This design comes from an exercise in tuning for small area, a short achievable clock period and few clock cycles per item on the open sky130 flow, not from production work. Where RTL was checked, it was by simulation tests only, not by an equivalence proof against the original. Only the layout flow was run in runs 3 to 7; the RTL was not checked for function there. Power and IR drop assume default switching activity.

[flow/flow/run.sh]
#!/bin/bash
# Standard ORFS layout, with the port buffers made from plain buffers
# (sky130_fd_sc_hd__buf_2) instead of the delay buffers buffer_ports picks.
set -euo pipefail
bash standard.sh BUFFER_PORTS_ARGS="-buffer_cell sky130_fd_sc_hd__buf_2" finish > orfs_make.log 2>&1
[flow/standard.sh]
#!/bin/bash
# synth_recipe.tcl (not shown) runs the flow's synth.tcl, then flattens the netlist and writes it again
# the make line also repeats each setting of config.mk as NAME=value (left out here)
make -C /OpenROAD-flow-scripts/flow DESIGN_CONFIG=/design/flow/config.mk WORK_HOME=/design/flow/orfs CLKGATE_MAP_FILE= SYNTH_SCRIPT=/design/flow/synth_recipe.tcl "${@:-finish}"
[flow/config.mk]
export PLATFORM = sky130hd
export DESIGN_NAME = processor
export DESIGN_NICKNAME = processor
export VERILOG_FILES = /design/flow/design.v
export SDC_FILE = /design/flow/constraint.sdc
export NUM_CORES = 4
export LEC_CHECK = 0
export ABC_AREA = 1
export CAP_MARGIN = 20
export CORE_MARGIN = 2
export CORE_UTILIZATION = 40
export CTS_BUF_LIST = sky130_fd_sc_hd__clkbuf_4 sky130_fd_sc_hd__clkbuf_8
export SETUP_SLACK_MARGIN = 2
export SLEW_MARGIN = 20
export SYNTH_HIERARCHICAL = 1
[flow/constraint.sdc]
create_clock -name core_clock -period 10.0 [get_ports {Clock}]
set_input_delay 2.0000 -clock core_clock [delete_from_list [all_inputs] [get_ports {Clock}]]
set_output_delay 2.0000 -clock core_clock [all_outputs]
set_load 0.01 [all_outputs]
[flow/design.v]
module rdport8(
    input [127:0] rf,
    input [7:0] sel,
    output reg [15:0] q
    );
integer i;
always @(*) begin
    q = 16'd0;
    for (i = 0; i < 8; i = i + 1)
        q = q | (rf[16*i +: 16] & {16{sel[i]}});
end
endmodule
module rdport9(
    input [127:0] rf,
    input [7:0] sel,
    input [15:0] ext,
    input ext_sel,
    output reg [15:0] q
    );
integer i;
always @(*) begin
    q = ext & {16{ext_sel}};
    for (i = 0; i < 8; i = i + 1)
        q = q | (rf[16*i +: 16] & {16{sel[i]}});
end
endmodule
module addsub(
    input [15:0] a, b,
    input sub,
    output [15:0] s
    );
assign s = a + (b ^ {16{sub}}) + {15'd0, sub};
endmodule
module processor(
    input [15:0] DIN,
    input Resetn, Clock, Run,
    output reg Done,
    output [15:0] BusWires
    );
reg [127:0] rf;         
reg         pend;       
reg [2:0]   mvi_rx;     
wire [2:0] rx = DIN[12:10];
wire [2:0] ry = DIN[9:7];
wire is_mvi = ~DIN[14] & DIN[13];    
wire use_x  = ~pend & DIN[14];       
wire sub    = ~pend & DIN[13];       
reg [7:0] xsel, ysel;
integer i;
always @(*)
    for (i = 0; i < 8; i = i + 1) begin
        xsel[i] = use_x && rx == i;
        ysel[i] = !pend && ry == i;
    end
wire [15:0] X, Y;
rdport8 portx(.rf(rf), .sel(xsel), .q(X));
rdport9 porty(.rf(rf), .sel(ysel), .ext(DIN), .ext_sel(pend), .q(Y));
addsub alu(.a(X), .b(Y), .sub(sub), .s(BusWires));
always @(*)
    Done = Resetn & (pend | (Run & ~is_mvi));
wire [2:0] wa = pend ? mvi_rx : rx;
always @(posedge Clock) begin
    if (!pend) mvi_rx <= rx;
    pend <= Resetn & ~pend & Run & is_mvi;
    for (i = 0; i < 8; i = i + 1)
        if (Done && wa == i) rf[16*i +: 16] <= BusWires;
end
endmodule
==> results of run 1 <==
## Yosys stat by module, one instance, submodules excluded
module	area (um^2)	flops+latches
addsub	1016	0
rdport8	1140	0
rdport9	1247	0
processor	4340	132
## area by class of cell
cell class	count	area (um^2)	share of cell area, %
Sequential cell	132	3924	46.47
Inverter	30	120.1	1.423
Tap cell	260	325.3	3.853
Clock buffer	18	241.5	2.860
Clock inverter	14	177.7	2.104
Multi-Input combinational cell	711	3314	39.26
Timing Repair Buffer	56	340.3	4.031
## per-stage QoR
step / worst slack, ns / util, %
6_report: 2.590 / 44.84
5_1_grt: 2.361 / 44.84
4_1_cts: 2.680 / 44.84
3_5_place_dp: 2.707 / 42.61
3_3_place_gp: 2.794 / 42.48
2_1_floorplan: 3.900 / -
## Yosys cell counts, drive strengths merged
master | count | area (um^2)
nand2 | 503 | 2106
edfxtp | 128 | 3844
nor2 | 106 | 407.9
nand3 | 38 | 200.2
buf | 37 | 432.9
inv | 30 | 120.1
xor2 | 23 | 201.4
ha | 15 | 187.7
a21oi | 14 | 73.82
dfxtp | 4 | 80.08
o21ai | 4 | 20.02
and2 | 2 | 12.51
a21o | 1 | 7.510
fa | 1 | 20.02
o21a | 1 | 7.510
o21bai | 1 | 7.510
or2 | 1 | 6.260
xnor2 | 1 | 8.760
## kinds of logic after synthesis
family | count (synthesis) | share of synthesized area, %
buffers and inverters | 67 | 7.142
AO/OA/AOI/OAI | 21 | 1.503
AND/OR/NAND/NOR | 650 | 35.29
adder cells (fa/ha/maj) | 16 | 2.682
flip-flops | 132 | 50.67
XOR/XNOR | 24 | 2.714
## final timing paths
| kind | start | endpoint | slack (ns) |
|---|---|---|---|
| setup / recovery | DIN[9] | BusWires[8] | 2.59 |
| hold / removal | mvi_rx[1] | mvi_rx[1] | 0.51 |
| hold reg to reg | mvi_rx[1] | mvi_rx[1] | 0.51 |
| setup reg to reg | pend | rf[102] | 6.01 |
## routing by layer
layer	GRT usage (%)	share of wire (%)	up-vias
met5	0	0	-
met4	8.390	3.1	0
met3	4.561	6.3	44
met2	36.84	49	225
met1	27.14	42	2861
li1	-	-	2970
## where the power goes
group	internal [mW]	total [mW]	switching, mW
sequential	0.686	0.692	0.00626
combinational	0.0911	0.316	0.225
clock	0.253	0.479	0.226
## worst reg2reg max path: stages, from the launching register on
cell and delay, ns:
dfxtp_1 0.30, buf_4 0.24, inv_8 0.15, nand2_1 0.15
nor2_2 0.93, nand2_1 0.10, nand2_1 0.12, nor2_1 0.05
nand2_1 0.12, inv_2 0.06, nand2_4 0.06, nand2_4 0.06
fa_1 0.40, nand3_1 0.09, nand2_1 0.10, nand3_1 0.10
nand2_2 0.10, xor2_1 0.58
## sequential cells by signal, summed over array words and instances (netlist names)
name    count
pend        1
rf        128
mvi_rx      3
==> flow_summary_export.csv, run 1 <==
group,metric,value,unit
outcome,outcome,"no timing/DRC/antenna violations",
grt,antenna_found_initial,0,
floorplan,pin_count,36,
timing,post-route-min-period,7.410,ns
floorplan,die-width,143.1,um
cts,clkTransAtPathRegs,0.08,ns
routing,drtIter0Drc,482,
place,hpwl,13360,um
grt,grt_max_degree,26,
routing,first_pass_iters,5,
grt,grt_pass1_wl,32360,um
floorplan,initial_core_util,41.12,%
worst_setup_path,path_depth,16,
worst_setup_path,worst-setup-path-type,"primary input to output pin",
yosys,syn_inst,910,
power,design_power_total,1.488,mW
timing,rsz0062_at_grt,"false",
timing,setup_viol_count_final,0,
layout,diodes,0,
worst_setup_path,path_cells,"buf_2, or2_1, nor2_1, buf_4, nand2_1, nand3_1, nor2_1, nand2_1, xor2_1, ha_1, a21oi_1, inv_1, nor2_1, nand2_1, xor2_1, buf_2",
cts,cts_resized,0,
worst_setup_path,cpLargestDelayFamily,"simple AND/OR/NAND/NOR gates",
worst_setup_path,max_stage_delay,0.71,ns
cts,holdBufCountCts,0,
timing,relSlewSlack,20.65,%
worst_setup_path,start_kind,"primary input",
layout,fin_area,8443,um^2
yosys,avgSynthCellArea,8.510,um^2
floorplan,core.rowCount,50,
yosys,yosysSeqAreaShare,50.67,%
worst_setup_path,critPathMaxFanout,9,
timing,worst_slew_pin_slew,1.189,ns
place,port_buffers,35,
routing,wl_per_cell,17.43,um
floorplan,dieArea,20490,um^2
min_path,whs_path_depth,2,
min_path,hp-class,"register to register",
layout,n_fill_cell,1837,
yosys,synth-seq-cells,132,
cts,clock_latency,0.46,ns
routing,vias,6100,
routing,ant_nets,0,
place,dp.cells,1189,
grt,grt_use_total,21.71,%
timing,fmax,0.1350,GHz
worst_setup_path,cp_data_arrival_time,5.41,ns
cts,clock_path_buffers,2,
grt,globalRouteOverflowTotal,0,
worst_setup_path,required,8.00,ns
worst_setup_path,worstSetupEndpointType,"output pin",
layout,drive_above_1_share,18.73,%
cts,htree_num_levels,4,
floorplan,die_h,143.1,um
power,p_leak,3.807,nW
cts,post-cts-setup-buffer-count,0,
grt,grt_pass1_vias,5779,
power,vdd_ir_drop_max,0.1163,mV
worst_setup_path,path_buf_inv,4,
timing,timing.setup.tns,0,ns
timing,final.period_utilization,74.10,%
worst_setup_path,cp_slowest_cell,"nor2_1",
cts,cts_buffers,17,
floorplan,core_area,18830,um^2
routing,routed_via_density,4.996,
worst_setup_path,reg2reg_depth,17,
layout,layout_common_cells,"436 x nand2_1, 128 x edfxtp_1, 89 x nor2_1",
layout,nNetsFinal,983,
yosys,ys_types,29,
flow_run,cap_violations,0,
yosys,yosys_warnings,9,
power,power_density,176.2,nW/um^2
timing,fin_hold_ws,0.5069,ns
place,dpl_cell_area,8024,um^2
yosys,synth_area,7744,um^2
routing,routed_wl,21280,um
layout,stdcell_count,1221,
layout,syn2layout_area_growth,9.032,%
timing,finalHoldViolations,0,
layout,final_common_cell,"nand2_1",
cts,cts_tree,"built",
routing,route.detailed.drc,0,
cts,cts.sinks,132,
timing,finClkSkew,0.01693,ns
cts,cts_root_buf,"clkbuf_8",
place,gp_congestion,0.8752,
timing,slew_viol_final,0,
Testbench counts, summed over its fixed seeds: cycles 9,996, items 8,000.
==> run 2: changes to the inputs <==
==> flow/flow/run.sh (replaced) <==
#!/bin/bash
# Standard ORFS layout with these changes:
#  - port buffers are plain buffers (sky130_fd_sc_hd__buf_2), not delay buffers;
#  - clock tree from clkbuf_16 only, sink clusters of up to 30, without dummy balancing loads;
#  - setup repair limited to the moves: unbuffer,sizeup,swap
set -euo pipefail
bash standard.sh \
  BUFFER_PORTS_ARGS="-buffer_cell sky130_fd_sc_hd__buf_2" \
  CTS_ARGS="-sink_clustering_enable -repair_clock_nets -dont_use_dummy_load -buf_list sky130_fd_sc_hd__clkbuf_16 -sink_clustering_size 30 -sink_clustering_max_diameter 150" \
  SETUP_MOVE_SEQUENCE="unbuffer,sizeup,swap" \
  finish > orfs_make.log 2>&1
==> flow/config.mk (replaced) <==
export PLATFORM = sky130hd
export DESIGN_NAME = processor
export DESIGN_NICKNAME = processor
export VERILOG_FILES = /design/flow/design.v
export SDC_FILE = /design/flow/constraint.sdc
export NUM_CORES = 4
export LEC_CHECK = 0
export CAP_MARGIN = 20
export CORE_MARGIN = 2
export CORE_UTILIZATION = 40
export SETUP_SLACK_MARGIN = 5
export SLEW_MARGIN = 20
export SYNTH_HIERARCHICAL = 1
==> flow_summary_export.csv, run 2 <==
group,metric,value,unit
cts,clkTransAtPathRegs,0.04,ns
min_path,hp-class,"register to register",
floorplan,die_h,133,um
place,dp.cells,737,
timing,slew_viol_final,0,
yosys,synth_edf_count,128,
floorplan,core.rowCount,47,
yosys,ys_types,49,
timing,finalHoldViolations,0,
power,p_leak,2.661,nW
place,gp_congestion,0.9029,
layout,largest_reg_flops,128,
routing,routed_via_density,6.581,
yosys,synth-seq-cells,132,
worst_setup_path,r2r_end,"rf[41]",
worst_setup_path,critical_path.most_common_cell,"a21oi_4",
place,port_buffers,35,
routing,ant_nets,0,
min_path,whs_path_depth,2,
layout,n_fill_cell,1367,
floorplan,initial_core_util,40.57,%
grt,grt_pass1_vias,4946,
cts,post-cts-setup-buffer-count,0,
power,power_density,196.1,nW/um^2
yosys,synth_common_cells,"128 x edfxtp_1, 80 x a22oi_1, 24 x xor2_1",
yosys,synth.area.top_cells,"edfxtp_1 58%, a22oi_1 9.0%, xor2_1 3.2%, buf_6 3.0%, ha_1 2.8%",
yosys,yosysSeqAreaShare,58.95,%
cts,cts_tree,"built",
yosys,netlist.area_leader.share,57.74,%
layout,drive_above_1_share,34.46,%
yosys,syn_inst,493,
timing,setup_viol_count_final,0,
worst_setup_path,required,8.00,ns
grt,antenna_found_initial,0,
routing,route.detailed.drc,0,
cts,htree_num_levels,4,
min_path,min_to,"mvi_rx[0]",
layout,layout_common_cells,"128 x edfxtp_1, 80 x a22oi_1, 24 x buf_2",
layout,top_regs,"rf: 128 flops, mvi_rx: 3 flops, pend: 1 flops",
worst_setup_path,path_cells,"buf_12, nand2b_4, nor2_4, a22o_4, a221oi_2, nand3_2, mux2i_4, inv_2, fa_2, a21oi_4, o21bai_4, a21oi_4, o31ai_4, xnor2_4, buf_6",
cts,cts.sinks,132,
grt,grt_use_total,22.70,%
routing,first_pass_iters,6,
timing,rsz0062_at_grt,"true",
worst_setup_path,worstSetupEndpointType,"output pin",
place,pre_cts_ws,2.454,ns
worst_setup_path,reg2reg_from,"pend",
floorplan,dieArea,17690,um^2
floorplan,die-width,133,um
worst_setup_path,start_kind,"primary input",
grt,globalRouteOverflowTotal,0,
cts,cts_buffers,17,
timing,timing.setup.tns,0,ns
worst_setup_path,reg2reg_slack,6.24,ns
timing,relSlewSlack,50.25,%
layout,nNetsFinal,571,
routing,routed_wl,20160,um
cts,clock_path_buffers,2,
layout,largest-register,"rf",
layout,diodes,0,
timing,final.setup.worst_slack,2.926,ns
routing,drtIter0Drc,576,
timing,finClkSkew,0.02010,ns
layout,final_common_cell,"edfxtp_1",
yosys,synth_flop_cell,"edfxtp_1",
yosys,synth_area,6656,um^2
yosys,async_flop_share,0,%
worst_setup_path,reg2reg_depth,13,
yosys,yosysTopAreaCell,"edfxtp_1",
timing,post-route-min-period,7.074,ns
timing,final.period_utilization,70.74,%
timing,fmax,0.1414,GHz
worst_setup_path,max_stage_delay,0.53,ns
flow_run,cap_violations,0,
layout,stdcell_count,754,
yosys,yosys_warnings,9,
floorplan,pin_count,36,
timing,worst_slew_pin_slew,0.7444,ns
power,vdd_ir_drop_max,0.1343,mV
worst_setup_path,cp_data_arrival_time,5.07,ns
worst_setup_path,worst-setup-path-type,"primary input to output pin",
grt,grt_max_degree,39,
worst_setup_path,critPathMaxFanout,16,
yosys,avgSynthCellArea,13.50,um^2
cts,clock_latency,0.42,ns
layout,syn2layout_area_growth,23.29,%
worst_setup_path,path_buf_inv,3,
grt,grt_pass1_wl,29230,um
routing,vias,4962,
worst_setup_path,cpLargestDelayFamily,"compound AO/OA/AOI/OAI gates",
cts,cts_root_buf,"clkbuf_16",
yosys,yosysMostFrequentCell,"edfxtp_1",
place,hpwl,12470,um
outcome,outcome,"no timing/DRC/antenna violations",
routing,wl_per_cell,26.73,um
min_path,min_from,"mvi_rx[0]",
worst_setup_path,cp_slowest_cell,"nor2_4",
floorplan,core_area,16410,um^2
==> run 2: cell type report <==
type	instances	area (um^2)	share of cell area [%]
repair buffers	59	444.2	5.412
multi-input cells	322	3122	38.04
clock buffers	17	425.4	5.184
flip-flops and latches	132	3925	47.83
well taps	220	275.3	3.354
inverters	4	15.01	0.1830
==> run 2: how the worst max path moves through the flow <==
stage	from	end	slack (ns)	depth (start not counted)
after floorplan	DIN[7]	BusWires[9]	3.66	13
after CTS	DIN[7]	BusWires[9]	2.92	14
after detailed placement	DIN[8]	BusWires[15]	2.45	14
after global routing	DIN[7]	BusWires[10]	2.75	14
after global placement	DIN[8]	BusWires[15]	2.45	14
final	DIN[7]	BusWires[12]	2.93	15
==> run 2: timing repair <==
| action | 4_1_cts | 5_1_grt |
|---|---|---|
| cloned | 0 | 0 |
| setup endpoints to repair | 72 | 16 |
| endpoints found under the hold margin | 0 | 0 |
| gates resized for setup | 34 | 50 |
| pin swaps | 17 | 31 |
| hold buffers | 0 | 0 |
==> run 2: worst reg2reg max path, stage by stage, from the launching register on <==
cell	delay, ns
dfxtp_2	0.30
buf_4	0.44
nand2b_4	0.29
nor3_2	0.04
buf_4	0.23
a222oi_1	0.37
nand3_1	0.16
xor2_1	0.17
ha_1	0.35
nand4_1	0.17
o22ai_4	0.23
o21bai_4	0.12
a311o_1	0.41
xnor2_4	0.28
==> run 2: kinds of logic (layout without fill, tap and decap cells) <==
group,count (synthesis),count (layout),synth area share [%]
AOI/OAI and AO/OA,173,173,20.85
xor gates and xnor gates,31,31,4.079
adders and majority gates,16,16,3.120
buffers and inverters,39,80,4.831
DFF,132,132,58.95
muxes,2,2,0.4322
and+or+nand+nor,100,100,7.744
==> run 2: per-module statistics from Yosys, one instance, submodules excluded <==
module / flops+latches / cell area (um^2) / times used
processor: 132 / 4238 / 1
addsub: 0 / 859.6 / 1
rdport9: 0 / 800.8 / 1
rdport8: 0 / 758.2 / 1
==> run 2: where the power goes <==
group	internal, mW	switching, mW	total, mW
combinational	0.168	0.258	0.426
clock	0.292	0.189	0.482
sequential	0.694	0.00772	0.702
total	1.15	0.455	1.61
==> run 2: layer usage <==
| metal | track usage, % | routed length, um | up-vias |
|---|---|---|---|
| li1 | - | - | 2110 |
| met3 | 6.207 | 2141 | 74 |
| met1 | 28.97 | 7856 | 2449 |
| met2 | 36.13 | 9413 | 329 |
| met5 | 0 | 0 | - |
| met4 | 10.45 | 746 | 0 |
==> run 2: metrics by stage <==
| step | cell area [um^2] | utilization [%] | power (mW) | hold WS, ns |
|---|---|---|---|---|
| after global placement | 7269 | 44.31 | 1.040 | 0.4666 |
| after detailed placement | 7279 | 44.37 | 1.047 | 0.4766 |
| after global routing | 8207 | 50.02 | 1.677 | 0.4991 |
| after floorplan | 6910 | - | 0.9449 | 0.4559 |
| final | 8207 | 50.02 | 1.609 | 0.4923 |
| after CTS | 7863 | 47.92 | 1.551 | 0.4922 |
==> run 3: changes to the inputs <==
--- a/flow/design.v
+++ b/flow/design.v
@@ -24,6 +24,16 @@
         q = q | (rf[16*i +: 16] & {16{sel[i]}});
 end
 endmodule
+module dec3to8(
+    input [2:0] W,
+    input En,
+    output reg [7:0] Y
+    );
+integer i;
+always @(*)
+    for (i = 0; i < 8; i = i + 1)
+        Y[i] = En && W == i;
+endmodule
 module addsub(
     input [15:0] a, b,
     input sub,
@@ -45,13 +55,10 @@
 wire is_mvi = ~DIN[14] & DIN[13];    
 wire use_x  = ~pend & DIN[14];       
 wire sub    = ~pend & DIN[13];       
-reg [7:0] xsel, ysel;
+wire [7:0] xsel, ysel;
 integer i;
-always @(*)
-    for (i = 0; i < 8; i = i + 1) begin
-        xsel[i] = use_x && rx == i;
-        ysel[i] = !pend && ry == i;
-    end
+dec3to8 decx(.W(rx), .En(use_x), .Y(xsel));
+dec3to8 decy(.W(ry), .En(~pend), .Y(ysel));
 wire [15:0] X, Y;
 rdport8 portx(.rf(rf), .sel(xsel), .q(X));
 rdport9 porty(.rf(rf), .sel(ysel), .ext(DIN), .ext_sel(pend), .q(Y));
==> flow/flow/run.sh (replaced) <==
#!/bin/bash
# Standard ORFS layout with these changes:
#  - port buffers are plain buffers (sky130_fd_sc_hd__buf_2), not delay buffers;
#  - clock tree from clkbuf_8 only, without dummy balancing loads;
#  - setup repair limited to the moves: unbuffer,sizeup,swap
set -euo pipefail
bash standard.sh \
  BUFFER_PORTS_ARGS="-buffer_cell sky130_fd_sc_hd__buf_2" \
  CTS_ARGS="-sink_clustering_enable -repair_clock_nets -dont_use_dummy_load -buf_list sky130_fd_sc_hd__clkbuf_8" \
  SETUP_MOVE_SEQUENCE="unbuffer,sizeup,swap" \
  finish > orfs_make.log 2>&1
==> flow_summary_export.csv, run 3 <==
group,metric,value,unit
timing,timing.setup.tns,0,ns
layout,regArea,3924,um^2
layout,largest-register,"rf",
place,gp_congestion,0.9126,
worst_setup_path,required,8.00,ns
min_path,min_from,"mvi_rx[0]",
worst_setup_path,max_stage_delay,0.59,ns
floorplan,die_h,133.7,um
worst_setup_path,start_kind,"primary input",
timing,post-route-min-period,6.965,ns
layout,largest_reg_flops,128,
cts,cts_root_buf,"clkbuf_8",
yosys,synth_common_cells,"128 x edfxtp_1, 80 x a22oi_1, 24 x xor2_1",
worst_setup_path,critPathMaxFanout,16,
timing,fmax,0.1436,GHz
yosys,async_flop_share,0,%
power,p_leak,2.540,nW
routing,routed_via_density,6.811,
grt,grt_pass1_vias,5017,
floorplan,pin_count,36,
place,port_buffers,35,
timing,finClkSkew,0.02478,ns
layout,multi_input_area,3151,um^2
timing,slew_viol_final,0,
layout,nNetsFinal,551,
yosys,yosys_warnings,10,
floorplan,die-width,133.7,um
cts,clkTransAtPathRegs,0.06,ns
power,p_seq_share,48.4,%
worst_setup_path,critical_path.most_common_cell,"a21oi_4",
worst_setup_path,path_cells,"buf_12, and4b_4, a222oi_1, nand3_2, mux2i_4, inv_2, fa_2, a21oi_4, o21bai_4, a21oi_4, o31ai_4, xnor2_4, buf_2",
place,pre_cts_ws,2.661,ns
grt,globalRouteOverflowTotal,0,
power,p_switching,435.8,uW
floorplan,core_area,16520,um^2
grt,grt_use_total,22.99,%
power,power_frac_comb,29.4,%
yosys,yosysMostFrequentCell,"edfxtp_1",
timing,final.setup.worst_slack,3.035,ns
worst_setup_path,worstSetupEndpointType,"output pin",
cts,htree_num_levels,4,
layout,layout_common_cells,"128 x edfxtp_1, 77 x a22oi_1, 26 x buf_2",
cts,cts_tree,"built",
cts,cts_buffers,17,
routing,first_pass_iters,7,
routing,route.detailed.drc,0,
worst_setup_path,worst-setup-path-type,"primary input to output pin",
worst_setup_path,r2r_end,"rf[124]",
yosys,synth_flop_cell,"edfxtp_1",
yosys,synth_edf_count,128,
timing,worst_slew_pin_slew,0.7134,ns
layout,diodes,0,
yosys,synth_area,6726,um^2
min_path,min_to,"mvi_rx[0]",
layout,top_regs,"rf: 128 flops, mvi_rx: 3 flops, pend: 1 flops",
yosys,synth-seq-cells,132,
yosys,syn_inst,484,
worst_setup_path,cp_slowest_cell,"and4b_4",
routing,drtIter0Drc,628,
yosys,ys_types,53,
routing,ant_nets,0,
worst_setup_path,path_buf_inv,3,
layout,final_common_cell,"edfxtp_1",
worst_setup_path,cp_data_arrival_time,4.97,ns
timing,fin_hold_ws,0.4951,ns
worst_setup_path,reg2reg_depth,12,
routing,vias,4999,
timing,relSlewSlack,52.39,%
min_path,whs_path_depth,1,
grt,grt_pass1_wl,30020,um
yosys,avgSynthCellArea,13.90,um^2
floorplan,initial_core_util,40.71,%
timing,final.period_utilization,69.65,%
power,power_density,181.8,nW/um^2
flow_run,cap_violations,0,
timing,finalHoldViolations,0,
yosys,synth.area.top_cells,"edfxtp_1 57%, a22oi_1 8.9%, xor2_1 3.1%, buf_6 3.0%, ha_1 2.8%",
yosys,yosysTopAreaCell,"edfxtp_1",
routing,wl_per_cell,27.44,um
yosys,yosysSeqAreaShare,58.33,%
min_path,hp-class,"register to register",
power,vdd_ir_drop_max,0.08468,mV
worst_setup_path,reg2reg_from,"pend",
worst_setup_path,reg2reg_slack,6.53,ns
worst_setup_path,cpLargestDelayFamily,"compound AO/OA/AOI/OAI gates",
place,hpwl,11670,um
layout,syn2layout_area_growth,18.12,%
cts,clock_latency,0.44,ns
yosys,netlist.area_leader.share,57.14,%
layout,drive_above_1_share,32.68,%
outcome,outcome,"no timing/DRC/antenna violations",
floorplan,core.rowCount,47,
cts,clock_path_buffers,2,
timing,rsz0062_at_grt,"true",
power,clkPwrFrac,22.2,%
floorplan,dieArea,17870,um^2
cts,cts.sinks,132,
routing,routed_wl,20140,um
grt,grt_max_degree,30,
layout,n_fill_cell,1369,
timing,setup_viol_count_final,0,
power,internal_power,1.008,mW
power,switching_share,30.18,%
grt,antenna_found_initial,0,
worst_setup_path,cp-startpoint,"DIN[8]",
==> run 3: cell count changes in the layout (fill, tap and decap cells not counted), moves of 4 or more <==
cell / before / now
buf_6: 13 / 8
nor3_2: 5 / 0
nor2_4: 5 / 1
buf_4: 20 / 11
clkbuf_8: 0 / 17
and4bb_4: 0 / 6
nor2_2: 9 / 5
nand2b_4: 4 / 0
and4b_4: 0 / 6
clkbuf_16: 17 / 0
==> run 3: cells by family after synthesis <==
| kind of cell | Yosys count | synth area share, % |
|---|---|---|
| and+or+nand+nor | 91 | 8.650 |
| buffers and inverters | 39 | 4.762 |
| xor gates and xnor gates | 31 | 4.036 |
| DFF | 132 | 58.33 |
| adders and majority gates | 16 | 3.088 |
| AOI/OAI and AO/OA | 172 | 20.54 |
| muxes | 3 | 0.5951 |
==> run 3: modules after synthesis, one instance, submodules excluded <==
module,cells,flops+latches,times used
dec3to8,8,0,2
rdport8,96,0,1
processor,164,132,1
addsub,115,0,1
rdport9,93,0,1
==> run 3: area by class of cell <==
class | count | share of cell area [%]
Clock buffer | 17 | 2.945
Inverter | 5 | 0.2362
Multi-Input combinational cell | 313 | 39.65
Sequential cell | 132 | 49.39
Tap cell | 220 | 3.465
Timing Repair Buffer | 47 | 4.315
==> run 3: power by group through the flow <==
stage	registers [mW]	clock network (mW)	logic, mW
2_1_floorplan	0.708	0	0.230
3_3_place_gp	0.710	0	0.319
3_5_place_dp	0.711	0	0.325
4_1_cts	0.699	0.326	0.379
5_1_grt	0.700	0.349	0.458
6_report	0.699	0.320	0.425
==> run 3: per-layer routing <==
layer / share of wire (%) / track usage (%) / vias to the layer above
li1: - / - / 2092
met1: 42 / 30.94 / 2516
met2: 45 / 34.42 / 323
met3: 10 / 7.230 / 68
met4: 3.1 / 9.870 / 0
met5: 0 / 0 / -
==> run 3: timing repair <==
action | 4_1_cts | 5_1_grt
buffers inserted | 0 | 0
setup endpoints to repair | 16 | 16
hold buffers | 0 | 0
pin swaps | 32 | 31
hold endpoints to repair | 0 | 0
gates resized for setup | 63 | 36
==> run 3: worst max path at each step <==
stage	cells past startpoint	to	slack, ns
3_5_place_dp	14	BusWires[12]	2.66
4_1_cts	13	BusWires[12]	2.92
2_1_floorplan	13	BusWires[12]	3.60
3_3_place_gp	13	BusWires[12]	2.79
5_1_grt	12	BusWires[13]	2.93
6_report	13	BusWires[12]	3.03
==> run 3: stage by stage <==
stage	instance area (um^2)	instances	total power [mW]	util (%)
final	7945	734	1.444	48.08
after global routing	7945	734	1.508	48.08
after CTS	7710	734	1.404	46.66
after detailed placement	7161	717	1.036	43.33
after global placement	7161	717	1.030	43.33
after floorplan	6927	484	0.9381	-
==> run 4: changes to the inputs <==
--- a/flow/design.v
+++ b/flow/design.v
@@ -58,11 +58,13 @@
 wire [7:0] xsel, ysel;
 integer i;
 dec3to8 decx(.W(rx), .En(use_x), .Y(xsel));
-dec3to8 decy(.W(ry), .En(~pend), .Y(ysel));
+dec3to8 decy(.W(ry), .En(1'b1), .Y(ysel));
 wire [15:0] X, Y;
 rdport8 portx(.rf(rf), .sel(xsel), .q(X));
-rdport9 porty(.rf(rf), .sel(ysel), .ext(DIN), .ext_sel(pend), .q(Y));
-addsub alu(.a(X), .b(Y), .sub(sub), .s(BusWires));
+rdport8 porty(.rf(rf), .sel(ysel), .q(Y));
+wire [15:0] sum;
+addsub alu(.a(X), .b(Y), .sub(sub), .s(sum));
+assign BusWires = pend ? DIN : sum;
 always @(*)
     Done = Resetn & (pend | (Run & ~is_mvi));
 wire [2:0] wa = pend ? mvi_rx : rx;
==> flow_summary_export.csv, run 4 <==
group,metric,value,unit
outcome,outcome,"no timing/DRC/antenna violations",
layout,diodes,0,
routing,first_pass_iters,5,
layout,final_common_cell,"edfxtp_1",
timing,relSlewSlack,38.44,%
grt,grt_max_degree,31,
yosys,synth-seq-cells,132,
grt,antenna_found_initial,0,
power,power_density,175.1,nW/um^2
layout,largest-register,"rf",
place,pre_cts_ws,2.336,ns
worst_setup_path,required,8.00,ns
worst_setup_path,cpLargestDelayFamily,"simple AND/OR/NAND/NOR gates",
worst_setup_path,worstSetupEndpointType,"output pin",
yosys,synthMuxAreaShare,2.969,%
layout,n_fill_cell,1497,
yosys,ys_types,52,
power,design_power_total,1.353,mW
routing,routed_via_density,6.428,
routing,ant_nets,0,
floorplan,core.rowCount,48,
yosys,syn_inst,505,
min_path,min_from,"mvi_rx[1]",
timing,finalHoldViolations,0,
yosys,yosysTopAreaCell,"edfxtp_1",
worst_setup_path,worst-setup-path-type,"primary input to output pin",
timing,post-route-min-period,7.208,ns
cts,post-cts-setup-buffer-count,0,
timing,finClkSkew,0.02379,ns
cts,htree_num_levels,4,
cts,cts_root_buf,"clkbuf_8",
timing,setup_viol_count_final,0,
yosys,yosysSeqAreaShare,56.77,%
worst_setup_path,r2r_end,"rf[24]",
yosys,synthXorXnorAreaFrac,3.802,%
yosys,yosys_warnings,9,
cts,clock_path_buffers,2,
worst_setup_path,reg2reg_slack,6.02,ns
cts,holdBufCountCts,0,
cts,cts.sinks,132,
yosys,synth_adder_area_share,3.005,%
layout,largest_reg_flops,128,
worst_setup_path,reg2reg_from,"pend",
cts,cts_buffers,17,
yosys,synth_edf_count,128,
layout,layout_common_cells,"128 x edfxtp_1, 113 x a22oi_1, 33 x nand4_1",
layout,nNetsFinal,573,
routing,wl_per_cell,25.16,um
floorplan,pin_count,36,
yosys,avgSynthCellArea,13.69,um^2
min_path,hp-class,"register to register",
floorplan,die_h,135.5,um
place,port_buffers,35,
yosys,async_flop_share,0,%
worst_setup_path,path_cells,"buf_12, nor4b_4, buf_6, a22oi_2, nand4_1, mux2i_2, inv_1, fa_2, a21oi_4, o21bai_4, a21oi_2, o21ai_1, xor2_1, mux2_4, buf_6",
cts,clock_latency,0.44,ns
timing,slew_viol_final,0,
yosys,synth_area,6912,um^2
yosys,synth_top_family_by_area,"compound AO/OA/AOI/OAI gates",
worst_setup_path,path_buf_inv,4,
timing,timing.setup.tns,0,ns
routing,route.detailed.drc,0,
floorplan,dieArea,18350,um^2
worst_setup_path,path_depth,15,
power,vdd_ir_drop_max,0.09079,mV
timing,fmax,0.1387,GHz
worst_setup_path,reg2reg_depth,13,
place,hpwl,11390,um
power,p_leak,2.488,nW
yosys,synth_compound_area_share,18.48,%
timing,rsz0062_at_grt,"true",
worst_setup_path,start_kind,"primary input",
worst_setup_path,max_stage_delay,0.63,ns
timing,final.setup.worst_slack,2.792,ns
worst_setup_path,critical_path.most_common_cell,"buf_6",
yosys,netlist.area_leader.share,55.61,%
place,gp_congestion,0.8485,
yosys,synth_common_cells,"128 x a22oi_1, 128 x edfxtp_1, 33 x nand4_1",
routing,drtIter0Drc,393,
cts,cts_tree,"built",
timing,final.period_utilization,72.08,%
worst_setup_path,critPathMaxFanout,9,
floorplan,die-width,135.5,um
layout,top_regs,"rf: 128 flops, mvi_rx: 3 flops, pend: 1 flops",
worst_setup_path,cp_slowest_cell,"nor4b_4",
grt,globalRouteOverflowTotal,0,
floorplan,core_area,17120,um^2
min_path,min_to,"mvi_rx[1]",
routing,vias,4892,
cts,clkTransAtPathRegs,0.06,ns
flow_run,cap_violations,0,
grt,grt_use_total,21.02,%
yosys,synth.area.top_cells,"edfxtp_1 56%, a22oi_1 14%, buf_6 4.6%, xor2_1 3.0%, nand4_1 3.0%",
grt,grt_pass1_vias,4870,
worst_setup_path,cp_data_arrival_time,5.21,ns
yosys,synth_simple_gate_area_share,9.051,%
grt,grt_pass1_wl,27840,um
layout,syn2layout_area_growth,11.86,%
routing,routed_wl,19150,um
floorplan,initial_core_util,40.38,%
yosys,synth_flop_cell,"edfxtp_1",
timing,worst_slew_pin_slew,0.9234,ns
min_path,whs_path_depth,1,
layout,drive_above_1_share,28.73,%
[run 4: cell count changes in the layout (fill, tap and decap cells not counted), sizes merged, moves of 15 or more]
cell and change:
nand4 +17, a22oi +48, mux2 +15, a221oi -16, a222oi -16, a22o -16, nand3 -17
[run 4: worst max path at each step]
stage                       start            to  slack [ns]
after detailed placement   DIN[8]  BusWires[12]        2.34
after global routing       DIN[7]  BusWires[10]        2.67
final                      DIN[7]   BusWires[8]        2.79
after CTS                  DIN[9]  BusWires[10]        2.46
after floorplan           DIN[14]  BusWires[12]        3.63
after global placement     DIN[8]  BusWires[12]        2.40
[run 4: cells by family after synthesis]
logic type                 count (synthesis)
muxes                                     18
AOI/OAI and AO/OA                        173
DFF                                      132
adders and majority gates                 16
and+or+nand+nor                           92
buffers and inverters                     43
other                                      1
xor gates and xnor gates                  30
[run 4: power by group]
part | switching, mW | internal [mW] | total (mW)
combinational | 0.202 | 0.144 | 0.347
clock | 0.170 | 0.149 | 0.319
sequential | 0.00800 | 0.680 | 0.688
[run 4: area by class of cell]
cell class / count / area, um^2 / share of cell area [%]
timing repair buffer: 44 / 330.3 / 4.273
multi-input combinational: 337 / 2938 / 38.00
sequential: 132 / 3925 / 50.77
clock buffer: 17 / 234.0 / 3.026
tap: 225 / 281.5 / 3.641
inverter: 6 / 22.52 / 0.2913
[run 4: through the flow]
stage / util (%) / std cells / cell area, um^2 / hold WS, ns
after global placement: 42.49 / 743 / 7272 / 0.4663
after floorplan: - / 512 / 7103 / 0.4558
after global routing: 45.17 / 761 / 7731 / 0.5117
after CTS: 44.28 / 760 / 7579 / 0.4899
after detailed placement: 42.49 / 743 / 7272 / 0.4718
final: 45.17 / 761 / 7731 / 0.4893
[run 4: worst register-to-register path: cells and delay by family (launching register included)]
family,cells,cell delay (ns)
multiplexers,2,0.57
flip-flops,1,0.94
AND/OR/NAND/NOR,3,0.76
adder cells (fa/ha/maj),1,0.38
buffers and inverters,1,0.08
XOR/XNOR,1,0.17
AO/OA/AOI/OAI,5,0.80
[run 4: layer usage]
layer | vias to the layer above | GRT usage, % | part of all wire, %
met2 | 290 | 35.11 | 48
met5 | - | 0 | 0
li1 | 2125 | - | -
met1 | 2399 | 25.33 | 40
met4 | 0 | 10.88 | 4.9
met3 | 78 | 5.088 | 7.3
[run 4: per-module statistics from Yosys (local to each module, per instance)]
module     times used  flip-flops and latches  cells inside  area (um^2)
rdport8             2                       0            96        758.2
addsub              1                       0           114        893.4
processor           1                     132           183         4309
dec3to8             2                       0             8        96.34
[run 4: timing repair]
action | 4_1_cts | 5_1_grt
pin swaps | 8 | 14
resized for setup | 15 | 31
endpoints found under the hold margin | 0 | 0
setup endpoints to repair | 104 | 40
==> run 5: changes to the inputs <==
--- a/flow/design.v
+++ b/flow/design.v
@@ -24,22 +24,19 @@
         q = q | (rf[16*i +: 16] & {16{sel[i]}});
 end
 endmodule
-module dec3to8(
-    input [2:0] W,
-    input En,
-    output reg [7:0] Y
-    );
-integer i;
-always @(*)
-    for (i = 0; i < 8; i = i + 1)
-        Y[i] = En && W == i;
-endmodule
 module addsub(
     input [15:0] a, b,
     input sub,
     output [15:0] s
     );
 assign s = a + (b ^ {16{sub}}) + {15'd0, sub};
+endmodule
+module bypass(
+    input sel,
+    input [15:0] d, s,
+    output [15:0] q
+    );
+assign q = sel ? d : s;
 endmodule
 module processor(
     input [15:0] DIN,
@@ -55,16 +52,21 @@
 wire is_mvi = ~DIN[14] & DIN[13];    
 wire use_x  = ~pend & DIN[14];       
 wire sub    = ~pend & DIN[13];       
-wire [7:0] xsel, ysel;
+reg [7:0] xsel, ysel;
 integer i;
-dec3to8 decx(.W(rx), .En(use_x), .Y(xsel));
-dec3to8 decy(.W(ry), .En(1'b1), .Y(ysel));
+always @(*)
+    for (i = 0; i < 8; i = i + 1) begin
+        xsel[i] = use_x && rx == i;
+        ysel[i] = ry == i;
+    end
 wire [15:0] X, Y;
 rdport8 portx(.rf(rf), .sel(xsel), .q(X));
 rdport8 porty(.rf(rf), .sel(ysel), .q(Y));
 wire [15:0] sum;
 addsub alu(.a(X), .b(Y), .sub(sub), .s(sum));
-assign BusWires = pend ? DIN : sum;
+wire [15:0] wdata;
+bypass out_mux(.sel(pend), .d(DIN), .s(sum), .q(BusWires));
+bypass wr_mux(.sel(pend), .d(DIN), .s(sum), .q(wdata));
 always @(*)
     Done = Resetn & (pend | (Run & ~is_mvi));
 wire [2:0] wa = pend ? mvi_rx : rx;
@@ -72,6 +74,6 @@
     if (!pend) mvi_rx <= rx;
     pend <= Resetn & ~pend & Run & is_mvi;
     for (i = 0; i < 8; i = i + 1)
-        if (Done && wa == i) rf[16*i +: 16] <= BusWires;
+        if (Done && wa == i) rf[16*i +: 16] <= wdata;
 end
 endmodule
--- a/flow/config.mk
+++ b/flow/config.mk
@@ -8,6 +8,6 @@
 export CAP_MARGIN = 20
 export CORE_MARGIN = 2
 export CORE_UTILIZATION = 40
-export SETUP_SLACK_MARGIN = 5
+export SETUP_SLACK_MARGIN = 4
 export SLEW_MARGIN = 20
 export SYNTH_HIERARCHICAL = 1
==> flow_summary_export.csv, run 5 <==
group,metric,value,unit
yosys,ys_types,51,
power,clkPwrFrac,22.0,%
power,power_frac_comb,30.8,%
yosys,synth-seq-cells,132,
worst_setup_path,reg2reg_depth,15,
place,pre_cts_ws,2.412,ns
place,gp_congestion,0.8591,
routing,first_pass_iters,5,
timing,rsz0062_at_grt,"true",
timing,timing.setup.tns,0,ns
layout,drive_above_1_share,33.75,%
worst_setup_path,worstSetupEndpointType,"output pin",
yosys,synth_common_cells,"128 x a22oi_1, 128 x edfxtp_1, 33 x nand4_1",
layout,fin_area,8083,um^2
yosys,synth.area.top_cells,"edfxtp_1 54%, a22oi_1 13%, buf_6 4.9%, mux2_4 4.4%, xor2_1 2.9%",
routing,vias,5062,
routing,ant_nets,0,
layout,nNetsFinal,603,
layout,largest_reg_flops,128,
timing,final.period_utilization,71.93,%
timing,finalHoldViolations,0,
yosys,yosysSeqAreaShare,54.83,%
outcome,outcome,"no timing/DRC/antenna violations",
floorplan,dieArea,18980,um^2
place,dp.cells,774,
worst_setup_path,cp-startpoint,"DIN[8]",
grt,grt_max_degree,51,
worst_setup_path,cp-endpoint,"BusWires[8]",
routing,routed_wl,20290,um
worst_setup_path,r2r_end,"rf[30]",
floorplan,core.rowCount,48,
layout,diodes,0,
yosys,avgSynthCellArea,13.50,um^2
worst_setup_path,start_kind,"primary input",
yosys,async_flop_share,0,%
layout,layout_common_cells,"128 x edfxtp_1, 102 x a22oi_1, 33 x nand4_1",
layout,top_regs,"rf: 128 flops, mvi_rx: 3 flops, pend: 1 flops",
yosys,yosysTopAreaCell,"edfxtp_1",
worst_setup_path,critPathMaxFanout,10,
timing,fmax,0.1390,GHz
layout,stdcell_count,791,
floorplan,initial_core_util,41.08,%
yosys,syn_inst,530,
worst_setup_path,path_cells,"buf_12, nor3b_4, buf_6, a22oi_2, nand4_1, mux2i_2, inv_1, fa_2, a21oi_4, o21bai_4, a21oi_4, o21ai_2, xor2_2, mux2_4, buf_6",
floorplan,pin_count,36,
cts,clock_path_buffers,2,
power,p_leak,2.647,nW
routing,drtIter0Drc,510,
timing,slew_viol_final,0,
place,dpl_cell_area,7626,um^2
power,p_switching,438.0,uW
power,internal_power,1.032,mW
floorplan,core_area,17420,um^2
floorplan,die_h,137.8,um
yosys,netlist.area_leader.share,53.72,%
timing,post-route-min-period,7.193,ns
cts,cts_buffers,17,
worst_setup_path,required,8.00,ns
flow_run,cap_violations,0,
place,port_buffers,35,
timing,finClkSkew,0.02214,ns
floorplan,die-width,137.8,um
cts,cts_root_buf,"clkbuf_8",
power,vdd_ir_drop_max,0.1157,mV
layout,largest-register,"rf",
worst_setup_path,cpLargestDelayFamily,"simple AND/OR/NAND/NOR gates",
timing,setup_viol_count_final,0,
timing,worst_slew_pin_slew,0.7235,ns
routing,routed_via_density,6.399,
cts,clock_latency,0.45,ns
cts,clkTransAtPathRegs,0.05,ns
grt,globalRouteOverflowTotal,0,
worst_setup_path,cp_data_arrival_time,5.19,ns
worst_setup_path,reg2reg_from,"pend",
worst_setup_path,max_stage_delay,0.62,ns
timing,final.setup.worst_slack,2.807,ns
power,switching_share,29.80,%
grt,grt_pass1_wl,30020,um
timing,relSlewSlack,51.76,%
yosys,synth_edf_count,128,
cts,cts.sinks,132,
grt,antenna_found_initial,0,
routing,route.detailed.drc,0,
routing,wl_per_cell,25.65,um
min_path,hp-class,"register to register",
cts,cts_tree,"built",
yosys,synth_area,7156,um^2
layout,final_common_cell,"edfxtp_1",
cts,htree_num_levels,4,
power,power_density,181.8,nW/um^2
yosys,synth_flop_cell,"edfxtp_1",
layout,syn2layout_area_growth,12.96,%
worst_setup_path,worst-setup-path-type,"primary input to output pin",
worst_setup_path,reg2reg_slack,6.09,ns
yosys,yosys_warnings,8,
power,p_seq_share,47.2,%
grt,grt_pass1_vias,5035,
worst_setup_path,cp_slowest_cell,"nor3b_4",
grt,grt_use_total,22.16,%
worst_setup_path,path_depth,15,
worst_setup_path,path_buf_inv,4,
place,hpwl,12480,um
==> run 5: cell types whose count changed after synthesis, moves of 3 or more <==
| cell | previous run | this run |
|---|---|---|
| mux2_2 | 16 | 13 |
| and4bb_2 | 6 | 0 |
| nand2_1 | 13 | 16 |
| nor3_1 | 2 | 5 |
| and4b_2 | 6 | 0 |
| nor2_1 | 13 | 21 |
| buf_6 | 28 | 31 |
| mux2_4 | 1 | 21 |
| nor3b_1 | 0 | 3 |
==> run 5: kinds of logic (layout without fill, tap and decap cells) <==
group / count (synthesis) / after routing / synth area share [%]
multiplexers: 35 / 35 / 6.592
AO/OA/AOI/OAI: 172 / 172 / 17.77
buffers and inverters: 47 / 83 / 6.557
flip-flops: 132 / 132 / 54.83
XOR/XNOR: 30 / 30 / 3.672
AND/OR/NAND/NOR: 98 / 98 / 7.676
adder cells (fa/ha/maj): 16 / 16 / 2.903
==> run 5: metrics by stage <==
step                      utilization (%)  hold WS, ns  power (mW)
after global routing                46.41       0.5058       1.532
after detailed placement            43.79       0.4746       1.109
after global placement              43.79       0.4640       1.101
after CTS                           45.87       0.4898       1.450
final                               46.41       0.4881       1.470
after floorplan                         -       0.4558      0.9937
==> run 5: what timing repair did <==
action,4_1_cts,5_1_grt
hold endpoints to repair,0,0
setup endpoints to repair,16,15
gates resized for setup,26,16
buffers inserted,0,0
hold buffers,0,0
pin swaps,12,6
==> run 5: area by class of cell <==
type,instances,area (um^2)
Multi-Input combinational cell,351,3176
Sequential cell,132,3925
Fill cell,1553,9334
Timing Repair Buffer,60,444.2
Inverter,6,22.52
Tap cell,225,281.5
Clock buffer,17,234.0
==> run 5: how the worst min path moves through the flow <==
| stage | slack (ns) | end | from | cells after the start |
|---|---|---|---|---|
| after floorplan | 0.46 | mvi_rx[1] | mvi_rx[1] | 1 |
| after global placement | 0.46 | mvi_rx[1] | mvi_rx[1] | 1 |
| after detailed placement | 0.47 | mvi_rx[1] | mvi_rx[1] | 1 |
| after CTS | 0.49 | mvi_rx[1] | mvi_rx[1] | 1 |
| after global routing | 0.51 | mvi_rx[1] | mvi_rx[1] | 1 |
| final | 0.49 | mvi_rx[1] | mvi_rx[1] | 1 |
==> run 5: power groups by stage <==
stage          Combinational [mW]  Clock (mW)  Sequential, mW
2_1_floorplan               0.290           0           0.703
3_3_place_gp                0.397           0           0.705
3_5_place_dp                0.404           0           0.705
4_1_cts                     0.427       0.330           0.693
5_1_grt                     0.486       0.352           0.695
6_report                    0.452       0.324           0.694
==> run 5: layer usage <==
layer | part of all wire (%) | global-route usage, % | routed length [um] | up-vias
li1 | - | - | - | 2204
met1 | 42 | 30.29 | 8584 | 2497
met2 | 45 | 33.67 | 9133 | 305
met3 | 9.7 | 4.930 | 1963 | 56
met4 | 3.0 | 10.20 | 605 | 0
met5 | 0 | 0 | 0 | -
==> run 5: Yosys stat by module (local to each module, per instance) <==
module / cells inside / copies in the design / flops+latches
bypass: 18 / 2 / 0
addsub: 114 / 1 / 0
processor: 188 / 1 / 132
rdport8: 96 / 2 / 0
==> run 6: changes to the inputs <==
==> flow/design.v (replaced) <==
module rdport8(
    input [127:0] rf,
    input [2:0] a,
    input en,
    output reg [15:0] q
    );
integer i;
always @(*) begin
    q = 16'd0;
    for (i = 0; i < 8; i = i + 1)
        q = q | (rf[16*i +: 16] & {16{en && a == i}});
end
endmodule
module addsub(
    input [15:0] a, b,
    input sub,
    output [15:0] s
    );
assign s = a + (b ^ {16{sub}}) + {15'd0, sub};
endmodule
module processor(
    input [15:0] DIN,
    input Resetn, Clock, Run,
    output reg Done,
    output [15:0] BusWires
    );
reg [127:0] rf;         
reg         pend;       
reg [2:0]   mvi_rx;     
wire [2:0] rx = DIN[12:10];
wire [2:0] ry = DIN[9:7];
wire is_mvi = ~DIN[14] & DIN[13];    
wire use_x  = ~pend & DIN[14];       
wire sub    = ~pend & DIN[13];       
integer i;
wire [15:0] X, Y;
rdport8 portx(.rf(rf), .a(rx), .en(use_x), .q(X));
rdport8 porty(.rf(rf), .a(ry), .en(1'b1), .q(Y));
wire [15:0] sum;
addsub alu(.a(X), .b(Y), .sub(sub), .s(sum));
assign BusWires = pend ? DIN : sum;
always @(*)
    Done = Resetn & (pend | (Run & ~is_mvi));
wire [2:0] wa = pend ? mvi_rx : rx;
always @(posedge Clock) begin
    if (!pend) mvi_rx <= rx;
    pend <= Resetn & ~pend & Run & is_mvi;
    for (i = 0; i < 8; i = i + 1)
        if (Done && wa == i) rf[16*i +: 16] <= BusWires;
end
endmodule
--- a/flow/config.mk
+++ b/flow/config.mk
@@ -5,9 +5,9 @@
 export SDC_FILE = /design/flow/constraint.sdc
 export NUM_CORES = 4
 export LEC_CHECK = 0
-export CAP_MARGIN = 20
+export CAP_MARGIN = 5
 export CORE_MARGIN = 2
 export CORE_UTILIZATION = 40
 export SETUP_SLACK_MARGIN = 4
-export SLEW_MARGIN = 20
+export SLEW_MARGIN = 5
 export SYNTH_HIERARCHICAL = 1
==> flow_summary_export.csv, run 6 <==
group,metric,value,unit
yosys,avgSynthCellArea,14.15,um^2
place,pre_cts_ws,2.286,ns
cts,cts.sinks,132,
cts,clock_latency,0.44,ns
routing,first_pass_iters,5,
layout,largest_reg_flops,128,
yosys,synthMuxAreaShare,20.16,%
power,internal_power,989.1,uW
yosys,synth.area.top_cells,"edfxtp_1 52%, mux2i_1 18%, o221ai_2 4.1%, o22a_1 3.8%, xor2_1 2.9%",
timing,fin_hold_ws,0.4898,ns
floorplan,die_h,139.8,um
routing,routed_wl,18360,um
worst_setup_path,critPathMaxFanout,16,
cts,post-cts-setup-buffer-count,0,
worst_setup_path,worst-setup-path-type,"primary input to output pin",
floorplan,pin_count,36,
worst_setup_path,cp_data_arrival_time,5.42,ns
layout,fin_util,47.00,%
yosys,synth_area,7372,um^2
yosys,synth_simple_gate_area_share,3.938,%
power,power_frac_comb,27.5,%
flow_run,cap_violations,0,
power,p_seq_share,49.4,%
place,port_buffers,35,
cts,htree_num_levels,4,
routing,wl_per_cell,23.30,um
floorplan,die-width,139.8,um
timing,rsz0062_at_grt,"true",
yosys,ys_types,50,
yosys,yosysSeqAreaShare,53.22,%
timing,finalHoldViolations,0,
worst_setup_path,start_kind,"primary input",
routing,vias,4643,
worst_setup_path,path_cells,"buf_8, nand3b_1, o22a_1, o221ai_4, mux2i_4, inv_2, fa_2, a21oi_4, o21bai_4, a21oi_2, o31ai_2, xor2_1, mux2_4, buf_6",
power,power_density,162.9,nW/um^2
cts,cts_root_buf,"clkbuf_8",
cts,cts_tree,"built",
layout,final_common_cell,"edfxtp_1",
yosys,synth_edf_count,128,
worst_setup_path,cp_slowest_cell,"nand3b_1",
place,dp.cells,771,
timing,slew_viol_final,0,
floorplan,initial_core_util,40.90,%
layout,nNetsFinal,596,
yosys,yosysMostFrequentCell,"mux2i_1",
power,clkPwrFrac,23.1,%
layout,layout_common_cells,"128 x edfxtp_1, 127 x mux2i_1, 32 x o22a_1",
yosys,yosys_warnings,8,
layout,diodes,0,
yosys,synth_flop_cell,"edfxtp_1",
yosys,synth_common_cells,"129 x mux2i_1, 128 x edfxtp_1, 32 x o22a_1",
routing,route.detailed.drc,0,
timing,setup_viol_count_final,0,
timing,worst_slew_pin_slew,1.213,ns
power,p_switching,390.8,uW
yosys,synth-seq-cells,132,
routing,ant_nets,0,
grt,grt_pass1_vias,4772,
timing,finClkSkew,0.02287,ns
routing,routed_via_density,5.892,
floorplan,core_area,18020,um^2
yosys,synth_compound_area_share,13.59,%
layout,drive_above_1_share,28.80,%
yosys,netlist.area_leader.share,52.14,%
timing,fmax,0.1348,GHz
outcome,outcome,"no timing/DRC/antenna violations",
grt,grt_use_total,18.99,%
min_path,hp-class,"register to register",
cts,clock_path_buffers,2,
floorplan,core.rowCount,49,
worst_setup_path,required,8.00,ns
cts,cts_buffers,17,
power,switching_share,28.32,%
timing,timing.setup.tns,0,ns
grt,globalRouteOverflowTotal,0,
timing,relSlewSlack,19.05,%
layout,stdcell_count,788,
power,p_leak,3.090,nW
worst_setup_path,worstSetupEndpointType,"output pin",
layout,top_regs,"rf: 128 flops, mvi_rx: 3 flops, pend: 1 flops",
grt,antenna_found_initial,0,
worst_setup_path,max_stage_delay,0.74,ns
timing,post-route-min-period,7.417,ns
timing,final.setup.worst_slack,2.583,ns
yosys,synthXorXnorAreaFrac,3.564,%
place,gp_congestion,0.8499,
grt,grt_max_degree,55,
yosys,syn_inst,521,
power,vdd_ir_drop_max,0.08875,mV
yosys,async_flop_share,0,%
cts,clkTransAtPathRegs,0.07,ns
floorplan,dieArea,19530,um^2
yosys,synth_top_family_by_area,"multiplexers",
yosys,synth_adder_area_share,2.817,%
routing,drtIter0Drc,277,
timing,final.period_utilization,74.17,%
place,hpwl,11430,um
layout,syn2layout_area_growth,14.92,%
yosys,yosysTopAreaCell,"edfxtp_1",
layout,largest-register,"rf",
grt,grt_pass1_wl,27770,um
==> run 6: modules after synthesis (local to each module, per instance) <==
| module | flops+latches | times used | cells |
|---|---|---|---|
| rdport8 | 0 | 2 | 112 |
| addsub | 0 | 1 | 114 |
| processor | 132 | 1 | 183 |
==> run 6: path summary, 6_finish.rpt <==
kind	cells after the start	slack, ns	from	to
setup / recovery	14	2.58	DIN[8]	BusWires[12]
hold / removal	1	0.49	mvi_rx[1]	mvi_rx[1]
setup reg to reg	13	5.66	pend	rf[60]
hold reg to reg	1	0.49	mvi_rx[1]	mvi_rx[1]
==> run 6: logic make-up (layout without fill, tap and decap cells) <==
logic type	count (synthesis)	after routing
and+or+nand+nor	52	52
other	1	4
muxes	146	146
AOI/OAI and AO/OA	109	109
DFF	132	132
buffers and inverters	35	70
adders and majority gates	16	16
xor gates and xnor gates	30	30
==> run 6: power by group through the flow <==
stage	combinational (mW)	sequential, mW	clock (mW)
2_1_floorplan	0.242	0.690	0
3_3_place_gp	0.322	0.693	0
3_5_place_dp	0.329	0.694	0
4_1_cts	0.358	0.682	0.326
5_1_grt	0.409	0.683	0.352
6_report	0.380	0.682	0.318
==> run 6: critical path: cells and delay by family <==
kind / cells / cell delay (ns)
compound gates: 6 / 1.18
simple gates: 1 / 0.74
mux: 2 / 0.64
fa+ha+maj: 1 / 0.38
buf+inv: 3 / 0.29
xor+xnor: 1 / 0.16
==> run 6: what timing repair did <==
item | 4_1_cts | 5_1_grt
hold buffers | 0 | 0
resized for setup | 34 | 24
gates cloned | 0 | 0
endpoints found under the setup margin | 16 | 16
pin swaps | 22 | 20
==> run 6: final cells by class <==
| class | count | area [um^2] |
|---|---|---|
| multi-input combinational | 357 | 3633 |
| clock buffer | 17 | 234.0 |
| tap | 229 | 286.5 |
| sequential | 132 | 3925 |
| fill | 1597 | 9553 |
| inverter | 6 | 22.52 |
| timing repair buffer | 47 | 370.4 |
==> run 6: metal layers <==
metal	vias up	wire length, um	track usage (%)	share of wire (%)
met4	0	112	4.526	0.61
met3	8	611	4.542	3.3
met5	-	0	0	0
met1	2395	8441	24.74	46
met2	96	9198	32.14	50
li1	2144	-	-	-
==> run 6: stage by stage <==
step           cell area, um^2  total power [mW]
3_3_place_gp              7920             1.015
2_1_floorplan             7574            0.9322
4_1_cts                   8327             1.365
5_1_grt                   8472             1.444
3_5_place_dp              7920             1.022
6_report                  8472             1.380
==> run 7: changes to the inputs <==
--- a/flow/design.v
+++ b/flow/design.v
@@ -1,15 +1,24 @@
 module rdport8(
     input [127:0] rf,
-    input [2:0] a,
-    input en,
+    input [7:0] sel_lo, sel_hi,
     output reg [15:0] q
     );
 integer i;
 always @(*) begin
     q = 16'd0;
     for (i = 0; i < 8; i = i + 1)
-        q = q | (rf[16*i +: 16] & {16{en && a == i}});
+        q = q | (rf[16*i +: 16] & {{8{sel_hi[i]}}, {8{sel_lo[i]}}});
 end
+endmodule
+module dec3to8(
+    input [2:0] W,
+    input En,
+    output reg [7:0] Y
+    );
+integer i;
+always @(*)
+    for (i = 0; i < 8; i = i + 1)
+        Y[i] = En && W == i;
 endmodule
 module addsub(
     input [15:0] a, b,
@@ -32,10 +41,15 @@
 wire is_mvi = ~DIN[14] & DIN[13];    
 wire use_x  = ~pend & DIN[14];       
 wire sub    = ~pend & DIN[13];       
+wire [7:0] xsel_lo, xsel_hi, ysel_lo, ysel_hi;
 integer i;
+dec3to8 decx_lo(.W(rx), .En(use_x), .Y(xsel_lo));
+dec3to8 decx_hi(.W(rx), .En(use_x), .Y(xsel_hi));
+dec3to8 decy_lo(.W(ry), .En(1'b1), .Y(ysel_lo));
+dec3to8 decy_hi(.W(ry), .En(1'b1), .Y(ysel_hi));
 wire [15:0] X, Y;
-rdport8 portx(.rf(rf), .a(rx), .en(use_x), .q(X));
-rdport8 porty(.rf(rf), .a(ry), .en(1'b1), .q(Y));
+rdport8 portx(.rf(rf), .sel_lo(xsel_lo), .sel_hi(xsel_hi), .q(X));
+rdport8 porty(.rf(rf), .sel_lo(ysel_lo), .sel_hi(ysel_hi), .q(Y));
 wire [15:0] sum;
 addsub alu(.a(X), .b(Y), .sub(sub), .s(sum));
 assign BusWires = pend ? DIN : sum;
--- a/flow/config.mk
+++ b/flow/config.mk
@@ -5,9 +5,9 @@
 export SDC_FILE = /design/flow/constraint.sdc
 export NUM_CORES = 4
 export LEC_CHECK = 0
-export CAP_MARGIN = 5
+export CAP_MARGIN = 20
 export CORE_MARGIN = 2
 export CORE_UTILIZATION = 40
 export SETUP_SLACK_MARGIN = 4
-export SLEW_MARGIN = 5
+export SLEW_MARGIN = 20
 export SYNTH_HIERARCHICAL = 1
==> flow_summary_export.csv, run 7 <==
group,metric,value,unit
layout,n_fill_cell,1506,
outcome,outcome,"no timing/DRC/antenna violations",
yosys,syn_inst,521,
layout,top_regs,"rf: 128 flops, mvi_rx: 3 flops, pend: 1 flops",
power,vdd_ir_drop_max,0.09119,mV
routing,routed_via_density,6.519,
place,dpl_cell_area,7426,um^2
yosys,synth-seq-cells,132,
timing,final.period_utilization,71.19,%
grt,grt_pass1_wl,29750,um
floorplan,core.rowCount,47,
yosys,async_flop_share,0,%
yosys,avgSynthCellArea,13.18,um^2
floorplan,core_area,16700,um^2
place,dp.cells,765,
cts,clkTransAtPathRegs,0.07,ns
worst_setup_path,required,8.00,ns
worst_setup_path,cp_data_arrival_time,5.12,ns
layout,final_common_cell,"edfxtp_1",
cts,cts_tree,"built",
layout,diodes,0,
grt,grt_pass1_vias,5140,
routing,wl_per_cell,25.47,um
yosys,yosysSeqAreaShare,57.12,%
yosys,synth_edf_count,128,
power,power_density,171.9,nW/um^2
place,hpwl,12510,um
layout,drive_above_1_share,26.16,%
routing,routed_wl,19920,um
yosys,ys_types,52,
cts,clock_latency,0.44,ns
yosys,synth_common_cells,"128 x a22oi_1, 128 x edfxtp_1, 33 x nand4_1",
layout,regArea,3924,um^2
yosys,synthMuxAreaShare,2.987,%
worst_setup_path,reg2reg_slack,6.57,ns
worst_setup_path,reg2reg_from,"pend",
floorplan,dieArea,18240,um^2
worst_setup_path,cp-startpoint,"DIN[14]",
timing,rsz0062_at_grt,"true",
layout,largest-register,"rf",
layout,stdcell_count,782,
flow_run,cap_violations,0,
layout,largest_reg_flops,128,
cts,htree_num_levels,4,
min_path,min_from,"mvi_rx[1]",
timing,slew_viol_final,0,
timing,fmax,0.1405,GHz
layout,fin_util,47.17,%
floorplan,pin_count,36,
floorplan,die-width,135.0,um
timing,relSlewSlack,55.68,%
yosys,yosysTopAreaCell,"edfxtp_1",
worst_setup_path,worst-setup-path-type,"primary input to output pin",
place,gp_congestion,0.8923,
layout,layout_common_cells,"128 x edfxtp_1, 121 x a22oi_1, 33 x nand4_1",
worst_setup_path,worstSetupEndpointType,"output pin",
yosys,synth_flop_cell,"edfxtp_1",
grt,globalRouteOverflowTotal,0,
layout,fin_area,7878,um^2
layout,multi_input_area,3073,um^2
routing,drtIter0Drc,480,
layout,syn2layout_area_growth,14.68,%
yosys,synth_compound_area_share,18.60,%
worst_setup_path,start_kind,"primary input",
routing,ant_nets,0,
routing,vias,5098,
cts,cts.sinks,132,
cts,cts_buffers,17,
timing,finClkSkew,0.02373,ns
cts,holdBufCountCts,0,
grt,antenna_found_initial,0,
timing,setup_viol_count_final,0,
cts,cts_root_buf,"clkbuf_8",
timing,finalHoldViolations,0,
power,design_power_total,1.354,mW
yosys,synth_top_family_by_area,"compound AO/OA/AOI/OAI gates",
cts,clock_path_buffers,2,
yosys,synth.area.top_cells,"edfxtp_1 56%, a22oi_1 14%, xor2_1 3.1%, nand4_1 3.0%, ha_1 2.7%",
timing,post-route-min-period,7.119,ns
yosys,synth_adder_area_share,3.024,%
timing,timing.setup.tns,0,ns
routing,first_pass_iters,5,
yosys,netlist.area_leader.share,55.96,%
power,p_leak,2.608,nW
yosys,synth_simple_gate_area_share,11.91,%
grt,grt_use_total,22.62,%
layout,nNetsFinal,599,
yosys,synthXorXnorAreaFrac,3.825,%
worst_setup_path,critPathMaxFanout,16,
place,port_buffers,35,
yosys,yosys_warnings,9,
timing,worst_slew_pin_slew,0.6620,ns
floorplan,die_h,135.0,um
floorplan,initial_core_util,41.13,%
yosys,synth_area,6869,um^2
routing,route.detailed.drc,0,
grt,grt_max_degree,30,
min_path,hp-class,"register to register",
==> run 7: cell types whose count changed after synthesis, moves of 14 or more <==
cell / delta
clkbuf_1: +18
a22oi_1: +128
o22a_1: -32
mux2i_1: -128
buf_2: -14
nand4_1: +32
o221ai_2: -20
==> run 7: worst max-delay path: stages <==
cell and delay [ns]:
buf_8 0.09, nor2b_4 0.30, nor4b_4 0.62, a22oi_1 0.19, nand4_1 0.17, mux2i_2 0.12, inv_1 0.10, fa_2 0.24
a21oi_4 0.07, o21bai_4 0.20, a21oi_4 0.10, or4b_1 0.49, o221ai_2 0.08, mux2_4 0.24, buf_6 0.12
==> run 7: report_power, final <==
part | switching (mW) | leakage [nW] | internal [mW] | total [mW]
Sequential | 0.00659 | 1.19 | 0.680 | 0.686
Combinational | 0.205 | 1.30 | 0.145 | 0.350
Clock | 0.168 | 0.122 | 0.149 | 0.318
Total | 0.380 | 2.61 | 0.974 | 1.35
==> run 7: layer usage <==
layer	up-vias	GRT usage [%]	wire (um)
met5	-	0	0
met4	0	10.07	612
met3	54	6.231	1479
met2	285	38.35	9944
met1	2544	26.95	7885
li1	2215	-	-
==> run 7: cells by family (layout without fill, tap and decap cells) <==
| group | count (synthesis) | after routing |
|---|---|---|
| compound gates | 173 | 173 |
| flops | 132 | 132 |
| simple gates | 108 | 108 |
| buf+inv | 43 | 69 |
| xor+xnor | 30 | 30 |
| mux | 18 | 18 |
| fa+ha+maj | 16 | 16 |
| other cells | 1 | 16 |
==> run 7: Yosys stat by module, one instance, submodules excluded <==
module / cells inside / cell area, um^2 / flops+latches
rdport8: 96 / 640.6 / 0
dec3to8: 8 / 96.34 / 0
addsub: 114 / 893.4 / 0
processor: 183 / 4309 / 132
==> run 7: what timing repair did <==
item	4_1_cts	5_1_grt
resized for setup	32	9
hold endpoints to repair	0	0
pin swaps	15	9
endpoints found under the setup margin	16	16
setup buffers	0	0
==> run 7: cell type report <==
class                      count  share of cell area, %
timing repair buffer          46                  4.431
sequential                   132                  49.81
multi-input combinational    361                  39.01
tap                          220                  3.494
clock buffer                  17                  2.970
inverter                       6                 0.2859
==> run 7: final timing paths <==
check | endpoint | cells past startpoint
worst max-delay path | BusWires[14] | 15
worst min-delay path | mvi_rx[1] | 1
worst max register to register | rf[45] | 11
worst min register to register | mvi_rx[1] | 1
==> run 7: per-stage QoR <==
stage | setup slack [ns] | hold slack [ns]
2_1_floorplan | 3.597 | 0.4558
3_3_place_gp | 2.561 | 0.4647
3_5_place_dp | 2.377 | 0.4746
4_1_cts | 2.845 | 0.4943
5_1_grt | 2.697 | 0.5005
6_report | 2.882 | 0.4927

-- static timing again, ports no longer ideal --
The flow's constraints put no driver on any port. The routed layouts listed below were extracted and timed again, unchanged, in two steps.
Step 1 assumes that a clkbuf_16 drives the clock port and a buf_2 every other input.
Step 2 moves the port delays by t, midway between the first and last clock arrival at a register: inputs arrive t later, outputs are due t later. That takes back most of the time a late clock gives input paths.
a / b / c = ideal ports / drivers / drivers and shift; a / b = the first two.
| run | t, ns | setup WS [ns] | worst register clock-pin slew, ns |
|---|---|---|---|
| run 1 | 0.489 | 2.590 / 2.572 / 2.572 | 0.09 / 0.09 |
| run 2 | 0.450 | 2.926 / 2.877 / 2.877 | 0.06 / 0.06 |
| run 3 | 0.466 | 3.035 / 2.984 / 2.984 | 0.08 / 0.08 |
| run 4 | 0.468 | 2.792 / 2.740 / 2.740 | 0.07 / 0.07 |
| run 5 | 0.470 | 2.807 / 2.715 / 2.715 | 0.08 / 0.08 |
| run 6 | 0.468 | 2.583 / 2.544 / 2.544 | 0.08 / 0.08 |
| run 7 | 0.470 | 2.882 / 2.831 / 2.831 | 0.08 / 0.08 |
After both steps every run listed still meets setup and hold. For run 5, which loses most, drivers alone change the setup slack by -0.092 ns; drivers and shift together by -0.092 ns.
